This design comes from an exercise in tuning for small area and a short achievable clock period on the open sky130 flow, not from production work.
Only simulation tests tie the RTL to the original design; equivalence was not proved.
Power is estimated from default activity; no workload was simulated.

## design/flow/flow/run.sh

```bash
#!/bin/bash
# Own layout flow: the standard synthesis, then the combinational logic is
# mapped again with a stronger ABC script (the flip-flops, their names and cell
# types are kept as the standard synthesis made them), then the standard
# layout from that netlist.
set -euo pipefail
W=$(pwd)
R=$W/orfs/results/$FLOW_PLATFORM/dipole/base
L=$W/orfs/logs/$FLOW_PLATFORM/dipole/base
LIB=$FLOW_HOME/platforms/$FLOW_PLATFORM/lib/sky130_fd_sc_hd__tt_025C_1v80.lib
YOSYS=$(command -v yosys || echo "$FLOW_HOME/../tools/install/yosys/bin/yosys")

bash standard.sh synth > "$W/flow_synth.log" 2>&1
cp -p "$R/1_2_yosys.v" "$W/standard_1_2_yosys.v"

# the platform's don't-use cells, as the standard synthesis passed them to ABC
DONTUSE=$(grep -o -- "-dont_use [A-Za-z0-9_]*" "$L/1_2_yosys.log" | sort -u | tr '\n' ' ')

LIB="$LIB" IN="$W/standard_1_2_yosys.v" OUT="$W/resyn_1_2_yosys.v" \
  ABCSCRIPT="$W/flow/resyn.abc" DONTUSE="$DONTUSE" \
  "$YOSYS" -c "$W/flow/resyn.tcl" > "$W/flow_resyn.log" 2>&1

cp "$W/resyn_1_2_yosys.v" "$R/1_2_yosys.v"
touch "$R/1_2_yosys.v"

# ports get the smallest buffer rather than a delay cell; the clock tree uses
# small buffers and no dummy loads
bash standard.sh "BUFFER_PORTS_ARGS=-buffer_cell sky130_fd_sc_hd__buf_1" \
  "CTS_ARGS=-sink_clustering_enable -repair_clock_nets -buf_list {sky130_fd_sc_hd__clkbuf_4} -dont_use_dummy_load" \
  finish > "$W/flow_layout.log" 2>&1
```

## design/flow/flow/resyn.abc

```
strash
&get -n
&deepsyn -T 60
&put
&get -n
&dch -f
&nf -R 1000
&put
```

## design/flow/flow/resyn.tcl

```tcl
# Map the combinational logic of the standard synthesis's netlist again,
# keeping every flip-flop instance (name and cell type) as it is.
yosys -import
set lib $::env(LIB)
read_liberty -ignore_miss_func $lib
foreach m {dfxtp_1 dfxtp_2 dfxtp_4 dfrtp_1 dfrtp_2 dfrtp_4 dfstp_1 dfstp_2 dfstp_4
           dfxbp_1 dfxbp_2 dfrbp_1 dfrbp_2 dfsbp_1 dfsbp_2 dfbbn_1 dfbbn_2 dfbbp_1
           dfrtn_1 edfxtp_1 edfxbp_1 dlxtp_1 dlxtn_1 dlxtn_2 dlxtn_4 dlxbn_1 dlxbn_2
           dlxbp_1 dlrtp_1 dlrtp_2 dlrtp_4 dlrtn_1 dlrtn_2 dlrtn_4 dlrbn_1 dlrbn_2
           dlrbp_1 dlrbp_2 sdfxtp_1 sdfxtp_2 sdfxtp_4 conb_1} {
  catch { blackbox sky130_fd_sc_hd__$m }
}
read_verilog $::env(IN)
hierarchy -check -top dipole
flatten
opt_clean -purge
tee -o $::env(OUT).before.stat stat
abc -script $::env(ABCSCRIPT) -liberty $lib {*}$::env(DONTUSE)
opt_clean -purge
setundef -zero
hilomap -singleton -hicell sky130_fd_sc_hd__conb_1 HI -locell sky130_fd_sc_hd__conb_1 LO
insbuf -buf sky130_fd_sc_hd__buf_4 A X
splitnets
opt_clean -purge
tee -o $::env(OUT).stat stat -liberty $lib
# the cells' own models (from read_liberty) are not written, only the design
write_verilog -noattr -nohex -nodec $::env(OUT)
```

## design/flow/standard.sh

```bash
#!/bin/bash
# synth_recipe.tcl (not shown) runs the flow's synth.tcl, then flattens the netlist and writes it again
# the make line also repeats each setting of config.mk as NAME=value (left out here)
make -C /OpenROAD-flow-scripts/flow DESIGN_CONFIG=/design/flow/config.mk WORK_HOME=/design/flow/orfs CLKGATE_MAP_FILE= SYNTH_SCRIPT=/design/flow/synth_recipe.tcl "${@:-finish}"
```

## design/flow/config.mk

```make
export PLATFORM = sky130hd
export DESIGN_NAME = dipole
export DESIGN_NICKNAME = dipole
export VERILOG_FILES = /design/flow/design.v
export SDC_FILE = /design/flow/constraint.sdc
export NUM_CORES = 4
export LEC_CHECK = 0
export CAP_MARGIN = 20
export CORE_MARGIN = 2
export CORE_UTILIZATION = 60
export PLACE_DENSITY = 0.7
export SLEW_MARGIN = 20
```

## design/flow/constraint.sdc

```tcl
create_clock -name core_clock -period 400.0 [get_ports {clk_in}]
set_input_delay 80.0000 -clock core_clock [delete_from_list [all_inputs] [get_ports {clk_in}]]
set_output_delay 80.0000 -clock core_clock [all_outputs]
set_load 0.01 [all_outputs]
```

## design/flow/design.v

```verilog
`timescale 1ns / 1ps
module dipole(clk_in, reset, clk_out, r_vga, g_vga, b_vga, h_sync, v_sync, h_c, v_c, cw, ccw, start, stop, led, led2);
	input clk_in;
	input reset;
	output reg clk_out;
	input cw;
	input ccw;
	input start;
	input stop;
	output [7:0] r_vga;
	output [7:0] g_vga;
	output [7:0] b_vga;
	output reg h_sync;
	output reg v_sync;
	output [9:0] h_c;
	output [9:0] v_c;
	output led;
	output led2;
	reg [9:0] h_count;
	reg [9:0] v_count;
	reg [2:0] vm5;    
	reg [2:0] vd5;    
	assign h_c = h_count;
	assign v_c = v_count;
	wire h_last = h_count[9] & h_count[8] & (&h_count[4:0]);    
	wire v_last = v_count[9] & v_count[3] & v_count[2];         
	wire h_step = !clk_out;
	wire v_step = h_step && h_last;
	always @ (posedge clk_in)
		if (reset)
			clk_out <= 1'b0;
		else
			clk_out <= ~clk_out;
	always @ (posedge clk_in)
		begin
			if (reset)
				begin
					h_count <= 0;
					v_count <= 0;
					vm5 <= 0;
					vd5 <= 0;
				end
			else if (h_step)
				begin
					if (h_last)
						begin
							h_count <= 0;
							if (v_last)
								v_count <= 0;
							else
								v_count <= v_count + 1'b1;
							if (vm5[2])
								begin
									vm5 <= 0;
									vd5 <= vd5[2] ? 3'd0 : vd5 + 1'b1;
								end
							else
								vm5 <= vm5 + 1'b1;
						end
					else
						h_count <= h_count + 1'b1;
				end
		end
	always @ (posedge clk_in)
		begin
			if (reset)
				begin
					h_sync <= 1'b1;
					v_sync <= 1'b1;
				end
			else
				begin
					if (h_step)
						h_sync <= ~(h_count >= 655 && h_count < 751);
					if (v_step)
						v_sync <= ~(v_count >= 489 && v_count < 491);
				end
		end
	wire vga_out = (h_count < 640) && (v_count < 480);
	wire tick_b = h_step && (
		(vm5 == 3'd0 && h_count == 10'd497) ||
		(vm5 == 3'd1 && h_count == 10'd697) ||
		(vm5 == 3'd3 && h_count == 10'd97) ||
		(vm5 == 3'd4 && h_count == 10'd297));
	wire tick_circle = tick_b && (vm5 == 3'd0 || vm5 == 3'd3);
	wire tick_mixed = tick_b && vm5 == 3'd1 && vd5 == 3'd2;
	reg on;
	reg rst;
	assign led = on;
	assign led2 = rst;
	always @ (posedge clk_in)
		begin
			if (reset)
				begin
					on <= 0;
					rst <= 0;
				end
			else if (!start)
				begin
					on <= 1;
					rst <= 0;
				end
			else if (!stop)
				begin
					on <= 0;
					rst <= 1;
				end
		end
	reg [2:0] block_rand;
	reg [4:0] second;
	always @ (posedge clk_in)
		begin
			if (reset)
				begin
					block_rand <= 0;
					second <= 0;
				end
			else if (tick_mixed)
				begin
					block_rand <= block_rand + 3'd3;
					if (on)
						second <= second + 1'b1;
					else if (rst)
						second <= 0;
				end
		end
	reg [9:0] top_screen;
	reg cacc;           
	wire go = !cacc;    
	reg [2:0] pat;
	always @ (posedge clk_in)
		begin
			if (reset)
				top_screen <= 0;
			else if (tick_b)
				begin
					if (!go)
						top_screen <= 0;
					else if (second <= 5)
						top_screen <= top_screen + 10'd3;
					else if (second <= 15)
						top_screen <= top_screen + 10'd6;
					else
						top_screen <= top_screen + 10'd9;
				end
		end
	always @ (posedge clk_in)
		begin
			if (reset)
				pat <= 0;
			else if (top_screen < 20)
				pat <= block_rand;
		end
	wire b1r = (pat == 0) || (pat == 2) || (pat == 4) || (pat == 7);
	reg [1:0] b3x, b4x;
	always @*
		begin
			case (pat)
				3'd0: begin b3x = 2'd1; b4x = 2'd1; end
				3'd1: begin b3x = 2'd2; b4x = 2'd0; end
				3'd2: begin b3x = 2'd2; b4x = 2'd0; end
				3'd3: begin b3x = 2'd0; b4x = 2'd2; end
				3'd4: begin b3x = 2'd0; b4x = 2'd2; end
				3'd5: begin b3x = 2'd1; b4x = 2'd1; end
				3'd6: begin b3x = 2'd1; b4x = 2'd2; end
				default: begin b3x = 2'd0; b4x = 2'd1; end
			endcase
		end
	reg bs;
	reg [3:0] bi;
	reg be;
	reg [6:0] ball_y;
	always @*
		case (bi)
			4'd0, 4'd14: ball_y = be ? 7'd0 : 7'd1;
			4'd1, 4'd13: ball_y = be ? 7'd25 : 7'd37;
			4'd2, 4'd12: ball_y = 7'd49;
			4'd3, 4'd11: ball_y = 7'd58;
			4'd4, 4'd10: ball_y = 7'd64;
			4'd5, 4'd9:  ball_y = 7'd68;
			default:     ball_y = 7'd70;
		endcase
	wire [2:0] bk = bi[3] ? bi[2:0] + 3'd1 : ~bi[2:0];    
	wire [6:0] ball_x = {bk, 1'b0} + {bk, 3'b000};
	wire at_left = (bi == 0);
	wire at_right = (bi == 14);
	wire [3:0] bi_inc = bi + 1'b1;
	wire [3:0] bi_dec = bi - 1'b1;
	wire [5:0] st_cw = at_left ? {1'b0, 4'd1, 1'b1} : at_right ? {1'b1, 4'd13, 1'b1} :
		{bs, bs ? bi_dec : bi_inc, 1'b0};
	wire [5:0] st_ccw = at_left ? {1'b1, 4'd1, 1'b1} : at_right ? {1'b0, 4'd13, 1'b1} :
		{bs, bs ? bi_inc : bi_dec, 1'b0};
	always @ (posedge clk_in)
		begin
			if (reset)
				begin
					bs <= 0;
					bi <= 0;
					be <= 1;
				end
			else if (tick_circle)
				begin
					if (!cw)
						{bs, bi, be} <= st_cw;
					else if (!ccw)
						{bs, bi, be} <= st_ccw;
				end
		end
	wire [2:0] cp = h_count[2:0] - 3'd2;
	wire cball = cp[0];
	wire [1:0] cblk = cp[2:1];
	wire [3:0] cix = cball ? 4'd14 - bi : bi;    
	wire cup = bs ^ cball;                        
	reg [1:0] cbx;
	always @*
		case (cblk)
			2'd0: cbx = b1r ? 2'd2 : 2'd0;
			2'd1: cbx = b1r ? 2'd0 : 2'd2;
			2'd2: cbx = b3x;
			default: cbx = b4x;
		endcase
	reg cxhit;
	always @*
		if (!cblk[1])
			cxhit = (cbx == 2'd0) ? (cix <= 8) : (cix >= 8);
		else
			case (cbx)
				2'd0: cxhit = (cix <= 3);
				2'd1: cxhit = (cix >= 6 && cix <= 10);
				default: cxhit = (cix >= 13);
			endcase
	wire [9:0] cu = cup ? top_screen - ball_y : top_screen + ball_y;
	reg cyhit;
	always @*
		case (cblk)
			2'd0: cyhit = (cu >= 470 && cu <= 530);
			2'd1: cyhit = (cu >= 620 && cu <= 680);
			2'd2: cyhit = (cu >= 770 && cu <= 830);
			default: cyhit = (cu >= 870 && cu <= 930);
		endcase
	wire chit = cxhit && cyhit;
	always @ (posedge clk_in)
		begin
			if (reset)
				cacc <= 0;
			else if (cp == 3'd0 && clk_out)
				cacc <= chit;
			else if (cp == 3'd7 && clk_out)
				cacc <= cacc || chit || !on;
			else
				cacc <= cacc || chit;
		end
	function hwin;
		input [9:0] h;
		input wide;
		input [1:0] bx;
		begin
			if (wide)
				hwin = (bx == 0) ? (h >= 180 && h <= 320) : (h >= 320 && h <= 460);
			else
				case (bx)
					2'd0: hwin = (h >= 230 && h <= 270);
					2'd1: hwin = (h >= 300 && h <= 340);
					default: hwin = (h >= 370 && h <= 410);
				endcase
		end
	endfunction
	wire [10:0] vz = {1'b0, v_count} - {1'b0, top_screen};
	wire vw1 = (top_screen >= 120) && (vz >= 11'd1928 && vz <= 11'd1968);
	wire vw2 = (top_screen >= 270) && (vz >= 11'd1778 && vz <= 11'd1818);
	wire vw3 = (top_screen >= 420) && (vz >= 11'd1628 && vz <= 11'd1668);
	wire vw4 = ((top_screen >= 520) && (vz >= 11'd1528 && vz <= 11'd1568)) || (vz >= 11'd504 && vz <= 11'd544);
	wire blocks = (
		(hwin(h_count, 1'b1, b1r ? 2'd2 : 2'd0) && vw1) ||
		(hwin(h_count, 1'b1, b1r ? 2'd0 : 2'd2) && vw2) ||
		(hwin(h_count, 1'b0, b3x) && vw3) ||
		(hwin(h_count, 1'b0, b4x) && vw4));
	wire xneg = (h_count < 320);
	wire [6:0] dx7 = {~h_count[6], h_count[5:0]};           
	wire [6:0] xo = dx7 ^ {7{xneg}};                         
	wire xnear = (h_count >= 235 && h_count <= 405);
	wire yneg = (v_count < 400);
	wire [6:0] dy7 = v_count[6:0] - 7'd16;                   
	wire [6:0] cay = yneg ? -dy7 : dy7;                      
	wire ynear = (v_count >= 315 && v_count <= 485);
	reg [6:0] ring_hi;
	reg [4:0] ring_w;
	always @*
		case (cay)
			7'd0: begin ring_hi = 7'd71; ring_w = 5'd2; end
			7'd1: begin ring_hi = 7'd70; ring_w = 5'd1; end
			7'd2: begin ring_hi = 7'd70; ring_w = 5'd1; end
			7'd3: begin ring_hi = 7'd70; ring_w = 5'd1; end
			7'd4: begin ring_hi = 7'd70; ring_w = 5'd1; end
			7'd5: begin ring_hi = 7'd70; ring_w = 5'd1; end
			7'd6: begin ring_hi = 7'd70; ring_w = 5'd1; end
			7'd7: begin ring_hi = 7'd70; ring_w = 5'd1; end
			7'd8: begin ring_hi = 7'd70; ring_w = 5'd1; end
			7'd9: begin ring_hi = 7'd70; ring_w = 5'd1; end
			7'd10: begin ring_hi = 7'd70; ring_w = 5'd1; end
			7'd11: begin ring_hi = 7'd70; ring_w = 5'd1; end
			7'd12: begin ring_hi = 7'd69; ring_w = 5'd1; end
			7'd13: begin ring_hi = 7'd69; ring_w = 5'd1; end
			7'd14: begin ring_hi = 7'd69; ring_w = 5'd1; end
			7'd15: begin ring_hi = 7'd69; ring_w = 5'd1; end
			7'd16: begin ring_hi = 7'd69; ring_w = 5'd1; end
			7'd17: begin ring_hi = 7'd68; ring_w = 5'd1; end
			7'd18: begin ring_hi = 7'd68; ring_w = 5'd1; end
			7'd19: begin ring_hi = 7'd68; ring_w = 5'd1; end
			7'd20: begin ring_hi = 7'd68; ring_w = 5'd1; end
			7'd21: begin ring_hi = 7'd67; ring_w = 5'd1; end
			7'd22: begin ring_hi = 7'd67; ring_w = 5'd1; end
			7'd23: begin ring_hi = 7'd67; ring_w = 5'd1; end
			7'd24: begin ring_hi = 7'd66; ring_w = 5'd1; end
			7'd25: begin ring_hi = 7'd66; ring_w = 5'd1; end
			7'd26: begin ring_hi = 7'd66; ring_w = 5'd2; end
			7'd27: begin ring_hi = 7'd65; ring_w = 5'd1; end
			7'd28: begin ring_hi = 7'd65; ring_w = 5'd1; end
			7'd29: begin ring_hi = 7'd64; ring_w = 5'd1; end
			7'd30: begin ring_hi = 7'd64; ring_w = 5'd1; end
			7'd31: begin ring_hi = 7'd63; ring_w = 5'd1; end
			7'd32: begin ring_hi = 7'd63; ring_w = 5'd1; end
			7'd33: begin ring_hi = 7'd62; ring_w = 5'd1; end
			7'd34: begin ring_hi = 7'd62; ring_w = 5'd1; end
			7'd35: begin ring_hi = 7'd61; ring_w = 5'd1; end
			7'd36: begin ring_hi = 7'd61; ring_w = 5'd2; end
			7'd37: begin ring_hi = 7'd60; ring_w = 5'd1; end
			7'd38: begin ring_hi = 7'd59; ring_w = 5'd1; end
			7'd39: begin ring_hi = 7'd59; ring_w = 5'd2; end
			7'd40: begin ring_hi = 7'd58; ring_w = 5'd1; end
			7'd41: begin ring_hi = 7'd57; ring_w = 5'd1; end
			7'd42: begin ring_hi = 7'd57; ring_w = 5'd2; end
			7'd43: begin ring_hi = 7'd56; ring_w = 5'd2; end
			7'd44: begin ring_hi = 7'd55; ring_w = 5'd1; end
			7'd45: begin ring_hi = 7'd54; ring_w = 5'd1; end
			7'd46: begin ring_hi = 7'd54; ring_w = 5'd2; end
			7'd47: begin ring_hi = 7'd53; ring_w = 5'd2; end
			7'd48: begin ring_hi = 7'd52; ring_w = 5'd2; end
			7'd49: begin ring_hi = 7'd51; ring_w = 5'd2; end
			7'd50: begin ring_hi = 7'd50; ring_w = 5'd2; end
			7'd51: begin ring_hi = 7'd49; ring_w = 5'd2; end
			7'd52: begin ring_hi = 7'd48; ring_w = 5'd2; end
			7'd53: begin ring_hi = 7'd47; ring_w = 5'd2; end
			7'd54: begin ring_hi = 7'd46; ring_w = 5'd3; end
			7'd55: begin ring_hi = 7'd44; ring_w = 5'd2; end
			7'd56: begin ring_hi = 7'd43; ring_w = 5'd2; end
			7'd57: begin ring_hi = 7'd42; ring_w = 5'd3; end
			7'd58: begin ring_hi = 7'd40; ring_w = 5'd2; end
			7'd59: begin ring_hi = 7'd39; ring_w = 5'd3; end
			7'd60: begin ring_hi = 7'd37; ring_w = 5'd2; end
			7'd61: begin ring_hi = 7'd36; ring_w = 5'd3; end
			7'd62: begin ring_hi = 7'd34; ring_w = 5'd3; end
			7'd63: begin ring_hi = 7'd32; ring_w = 5'd3; end
			7'd64: begin ring_hi = 7'd30; ring_w = 5'd4; end
			7'd65: begin ring_hi = 7'd28; ring_w = 5'd4; end
			7'd66: begin ring_hi = 7'd26; ring_w = 5'd5; end
			7'd67: begin ring_hi = 7'd23; ring_w = 5'd6; end
			7'd68: begin ring_hi = 7'd20; ring_w = 5'd8; end
			7'd69: begin ring_hi = 7'd16; ring_w = 5'd16; end
			7'd70: begin ring_hi = 7'd11; ring_w = 5'd11; end
			7'd71: begin ring_hi = 7'd0; ring_w = 5'd0; end
			default: begin ring_hi = 7'd0; ring_w = 5'd0; end
		endcase
	wire [7:0] ring_t = {1'b0, ring_hi} + {1'b1, ~xo} + {7'd0, !xneg};
	wire circle = xnear && ynear && (cay <= 71) && !ring_t[7] && (ring_t[6:0] <= ring_w);
	wire red_sx = (bi >= 7) ? !xneg : xneg;      
	wire red_sy = bs ? !yneg : yneg;             
	wire [6:0] ball_xn = xneg ? ball_x - 7'd1 : ball_x;      
	wire [7:0] tx = {1'b0, xo} - {ball_xn == 7'h7f, ball_xn};   
	wire [7:0] ty = {1'b0, cay} - {1'b0, ball_y};
	wire nx_ok = (tx[7:4] == 4'h0) || (tx[7:4] == 4'hf && tx[3:0] != 0);
	wire ny_ok = (ty[7:4] == 4'h0) || (ty[7:4] == 4'hf && ty[3:0] != 0);
	wire [3:0] nx = tx[7] ? -tx[3:0] : tx[3:0];
	wire [3:0] ny = ty[7] ? -ty[3:0] : ty[3:0];
	wire fx_ok = (ball_x == 0) ? (xo <= (xneg ? 14 : 15)) : (ball_x == 10) && (xo <= (xneg ? 4 : 5));
	wire fy_ok = (ball_y == 0) ? (cay <= 15) : (ball_y == 1) && (cay <= 14);
	wire [3:0] fx = xo[3:0] + (xneg ? 4'd1 : 4'd0) + ((ball_x == 0) ? 4'd0 : 4'd10);
	wire [3:0] fy = (ball_y == 0) ? cay[3:0] : cay[3:0] + 4'd1;
	function disc;
		input [3:0] ax;
		input [3:0] ay;
		reg [3:0] lim;
		begin
			case (ay)
				4'd0: lim = 15;
				4'd1, 4'd2, 4'd3, 4'd4, 4'd5: lim = 14;
				4'd6, 4'd7: lim = 13;
				4'd8, 4'd9: lim = 12;
				4'd10: lim = 11;
				4'd11: lim = 10;
				4'd12: lim = 9;
				4'd13: lim = 7;
				4'd14: lim = 5;
				default: lim = 0;
			endcase
			disc = (ax <= lim);
		end
	endfunction
	wire xdom = !(bi >= 6 && bi <= 8);
	wire pick_red = xdom ? red_sx : red_sy;
	wire near_x = xdom || (red_sx == pick_red);    
	wire near_y = !xdom || (red_sy == pick_red);
	wire in_ball = xnear && ynear &&
		(near_x ? nx_ok : fx_ok) && (near_y ? ny_ok : fy_ok) &&
		disc(near_x ? nx : fx, near_y ? ny : fy);
	wire redball = in_ball && pick_red;
	wire blueball = in_ball && !pick_red;
	wire fixed_white =
		(h_count<=49 && h_count>=42 && v_count>=20 && v_count<=21) ||
		(h_count<=51 && h_count>=50 && v_count>=22 && v_count<=29) ||
		(h_count<=51 && h_count>=50 && v_count>=32 && v_count<=39) ||
		(h_count<=49 && h_count>=42 && v_count>=60 && v_count<=61) ||
		(h_count<=51 && h_count>=50 && v_count>=62 && v_count<=69) ||
		(h_count<=51 && h_count>=50 && v_count>=72 && v_count<=79) ||
		(h_count<=49 && h_count>=42 && v_count>=80 && v_count<=81) ||
		(h_count<=41 && h_count>=40 && v_count>=72 && v_count<=79) ||
		(h_count<=41 && h_count>=40 && v_count>=62 && v_count<=69) ||
		(h_count<=69 && h_count>=62 && v_count>=60 && v_count<=61) ||
		(h_count<=71 && h_count>=70 && v_count>=62 && v_count<=69) ||
		(h_count<=71 && h_count>=70 && v_count>=72 && v_count<=79) ||
		(h_count<=69 && h_count>=62 && v_count>=80 && v_count<=81) ||
		(h_count<=61 && h_count>=60 && v_count>=72 && v_count<=79) ||
		(h_count<=61 && h_count>=60 && v_count>=62 && v_count<=69) ||
		(h_count<=32 && h_count>=20 && v_count>=20 && v_count<=22) ||
		(h_count<=27 && h_count>=25 && v_count>=22 && v_count<=42) ||
		(h_count<=32 && h_count>=20 && v_count>=60 && v_count<=62) ||
		(h_count<=22 && h_count>=20 && v_count>=62 && v_count<=70) ||
		(h_count<=32 && h_count>=20 && v_count>=70 && v_count<=72) ||
		(h_count<=32 && h_count>=30 && v_count>=72 && v_count<=80) ||
		(h_count<=32 && h_count>=20 && v_count>=80 && v_count<=82);
	wire seg_def1 = (second != 1);
	wire seg_a2 = !(second == 1 || second == 4);
	wire seg_b2 = !(second == 5 || second == 6);
	wire seg_c2 = !(second == 2);
	wire seg_d2 = !(second == 4 || second == 7);
	wire seg_e2 = !(second == 3 || second == 4 || second == 5 || second == 7 || second == 9);
	wire seg_f2 = !(second == 2 || second == 3 || second == 7);
	wire seg_g2 = (second >= 2 && second <= 6) || second == 8 || second == 9;
	wire digits =
		(seg_def1 && ((h_count<=49 && h_count>=42 && v_count>=40 && v_count<=41) ||
			(h_count<=41 && h_count>=40 && v_count>=32 && v_count<=39) ||
			(h_count<=41 && h_count>=40 && v_count>=22 && v_count<=29))) ||
		(seg_a2 && (h_count<=69 && h_count>=62 && v_count>=20 && v_count<=21)) ||
		(seg_b2 && (h_count<=71 && h_count>=70 && v_count>=22 && v_count<=29)) ||
		(seg_c2 && (h_count<=71 && h_count>=70 && v_count>=32 && v_count<=39)) ||
		(seg_d2 && (h_count<=69 && h_count>=62 && v_count>=40 && v_count<=41)) ||
		(seg_e2 && (h_count<=61 && h_count>=60 && v_count>=32 && v_count<=39)) ||
		(seg_f2 && (h_count<=61 && h_count>=60 && v_count>=22 && v_count<=29)) ||
		(seg_g2 && (h_count<=69 && h_count>=62 && v_count>=30 && v_count<=31));
	wire white = circle || fixed_white || digits;
	reg r_q, g_q, b_q;
	always @ (posedge clk_in)
		begin
			if (reset || !vga_out)
				{r_q, g_q, b_q} <= 3'b0;
			else if (!clk_out)
				begin
					r_q <= !blocks && (redball || (!blueball && white));
					g_q <= blocks || (!redball && !blueball && white);
					b_q <= !blocks && !redball && (blueball || white);
				end
		end
	assign r_vga = {8{r_q}};
	assign g_vga = {8{g_q}};
	assign b_vga = {8{b_q}};
endmodule
```

==> summary.txt <==
Diodes inserted=0; share of cells above drive strength 1=1.90%; wire per inst=19.0 um; Rows=37; # setup viols final=0; Final Slew Violations=0; max_slew headroom=36.0%; crit path buf inv count=1; Worst Hold Class=reg2reg; most common library cell in the layout ignoring fill and taps=nor2_1; Tot Pwr=0.0125 mW; Pwr Density=1.88 nW/um2; startpoint types=flop; RSZ-0062 raised after global routing=no; worst endpoint required time=320,000 ps; CP cell instances=buf_1; Hold Crit Start=block_rand[2]; Vias/cell=6.74; Nets=1,007; Clk pin slew, worst setup/hold paths=90 ps; grt ovf=0; clock root buffer=clkbuf_4; TritonCTS buffer count=9; status=complete, no violations; WP data arrival=1490 ps; initial antenna violation count=0; hpwl dp=16,100 um; Clk Latency, worst-skew pair=420 ps; Post-route DRC=0; first-pass GRT wire length=34,600 um; Core Util, Final=64.0%; post-CTS sizing=0; M2 GR Usage=58.8%; Worst Setup End Kind=output pin; Total Neg Setup Slack=0 ps; RR Endpoint=r_q; Die Y=108 um; Die Span X=108 um; routed via count=7,653; largest net degree at the start of global routing=31; Reg area=1240 um2; die area=11,600 um2; htree depth=3; worst-path fanout max=21; hold depth=1; Synth Cell Area=6450 um2; met1 GRT Util=48.8%; DP Area=6570 um2; number of routed nets with antenna violations=0; grt peak-use layer=met2; fill cell count=981; core area=10,400 um2; Worst Hold End=block_rand[2]; Initial Util=62.2%; R2R setup slack=392,960 ps; IO buf count=54; Pre-Repair DR Iteration Count=6; delay-heaviest family, CP=flip-flops; reg2reg path depth=26; DRT iter0 DRCs=931; Worst IR Drop VDD=0.00217 mV; vias in the first global route=7,046; number of max-cap violations=0; worst r2r src=v_count[6]; fin crit share=20.4%; worst slew pin tran=950 ps; CTS tree=yes; Hold Vio Cnt, Final=0; synth warn=1; Non-Filler Cell Area, Final=6640 um2; Worst Path Class, Setup=reg2out; most frequent cells in the layout=nor2_1, nand2_1, a21oi_1; Multi-input gate area=4770 um2; Syn Nets=976; drt total wl=21,500 um; Mapped Cells=970; Boundary Pins=55; crit path max-delay cell type=dfxtp_1; Static Leak=2.32 nW; Overall Global Routing Usage=37.3%; Max Buffers Root-to-Sink=2; Final Wtd Congestion=0.999; post-route minimum period=81,490 ps; skew final=48.9 ps; cts hold-fix bufs=0; Post-Synthesis Mean Instance Area=6.65 um2; postcts setup bufs=0; fmax=12.3 MHz; clk sinks=62; area growth from synthesis to layout=2.87%; grt met3 use=6.78%; max incr delay on CP=870 ps
cell type report:
cell class	count	area share [%]
clock buffers	9	1.02
inverters	30	1.70
multi-input cells	834	71.8
flip-flops and latches	62	18.7
well taps	136	2.56
repair buffers	64	4.19
power by group:
group,switching [mW],leakage (nW),internal [mW]
sequential,0.000236,0.502,0.00630
combinational,0.00193,1.78,0.000959
clock,0.00203,0.0414,0.00104
total,0.00420,2.32,0.00830
registers in the layout, summed over array words and instances, names as in the netlist, 3 cells and up:
name        count
bi              4
block_rand      3
h_count        10
pat             3
second          5
top_screen     10
v_count        10
vd5             3
vm5             3
per-layer routing:
metal | routed length, um | vias to the layer above
met1 | 8630 | 3525
met2 | 9650 | 486
met4 | 836 | 0
met3 | 2420 | 78
met5 | 0 | -
li1 | - | 3564
worst max path at each step:
| stage | start | end | slack, ps | cells after the start |
|---|---|---|---|---|
| final | v_count[7] | v_c[7] | 318510 | 1 |
| after global routing | v_count[4] | v_c[4] | 318430 | 1 |
| after CTS | v_count[7] | v_c[7] | 318520 | 1 |
| after detailed placement | reset | second[4] | 318310 | 9 |
| after global placement | reset | second[4] | 318540 | 9 |
| after floorplan | ccw | bi[3] | 318820 | 7 |
stage by stage:
step	hold slack (ps)	instances	setup slack [ps]
2_1_floorplan	427	970	318820
3_3_place_gp	442	1126	318540
3_5_place_dp	451	1126	318310
4_1_cts	463	1135	318520
5_1_grt	484	1135	318430
6_report	459	1135	318510

[what the ideal ports hide]
The results above use ideal ports. As a check the final layout listed here was re-extracted and re-timed, cells and wires unchanged. Step 1: set_driving_cell puts a clkbuf_16 on clk_in and a buf_2 on each other input, an assumption about the parent block. Step 2, shift: input delay + t, output delay - t, t = (earliest + latest rising clock arrival at the registers) / 2. This alone moves slack from input paths to output paths. Slacks: ideal ports / drivers / drivers and shift; pairs: ideal ports / drivers.
t (ns): 0.432
setup WS [ns]: 318.512 / 318.479 / 318.243
clock arrival spread, ns: 0.049 / 0.049
After both steps setup and hold are still met in this run. The setup slack of this run moves by -0.033 ns with the drivers and by -0.269 ns with both steps.
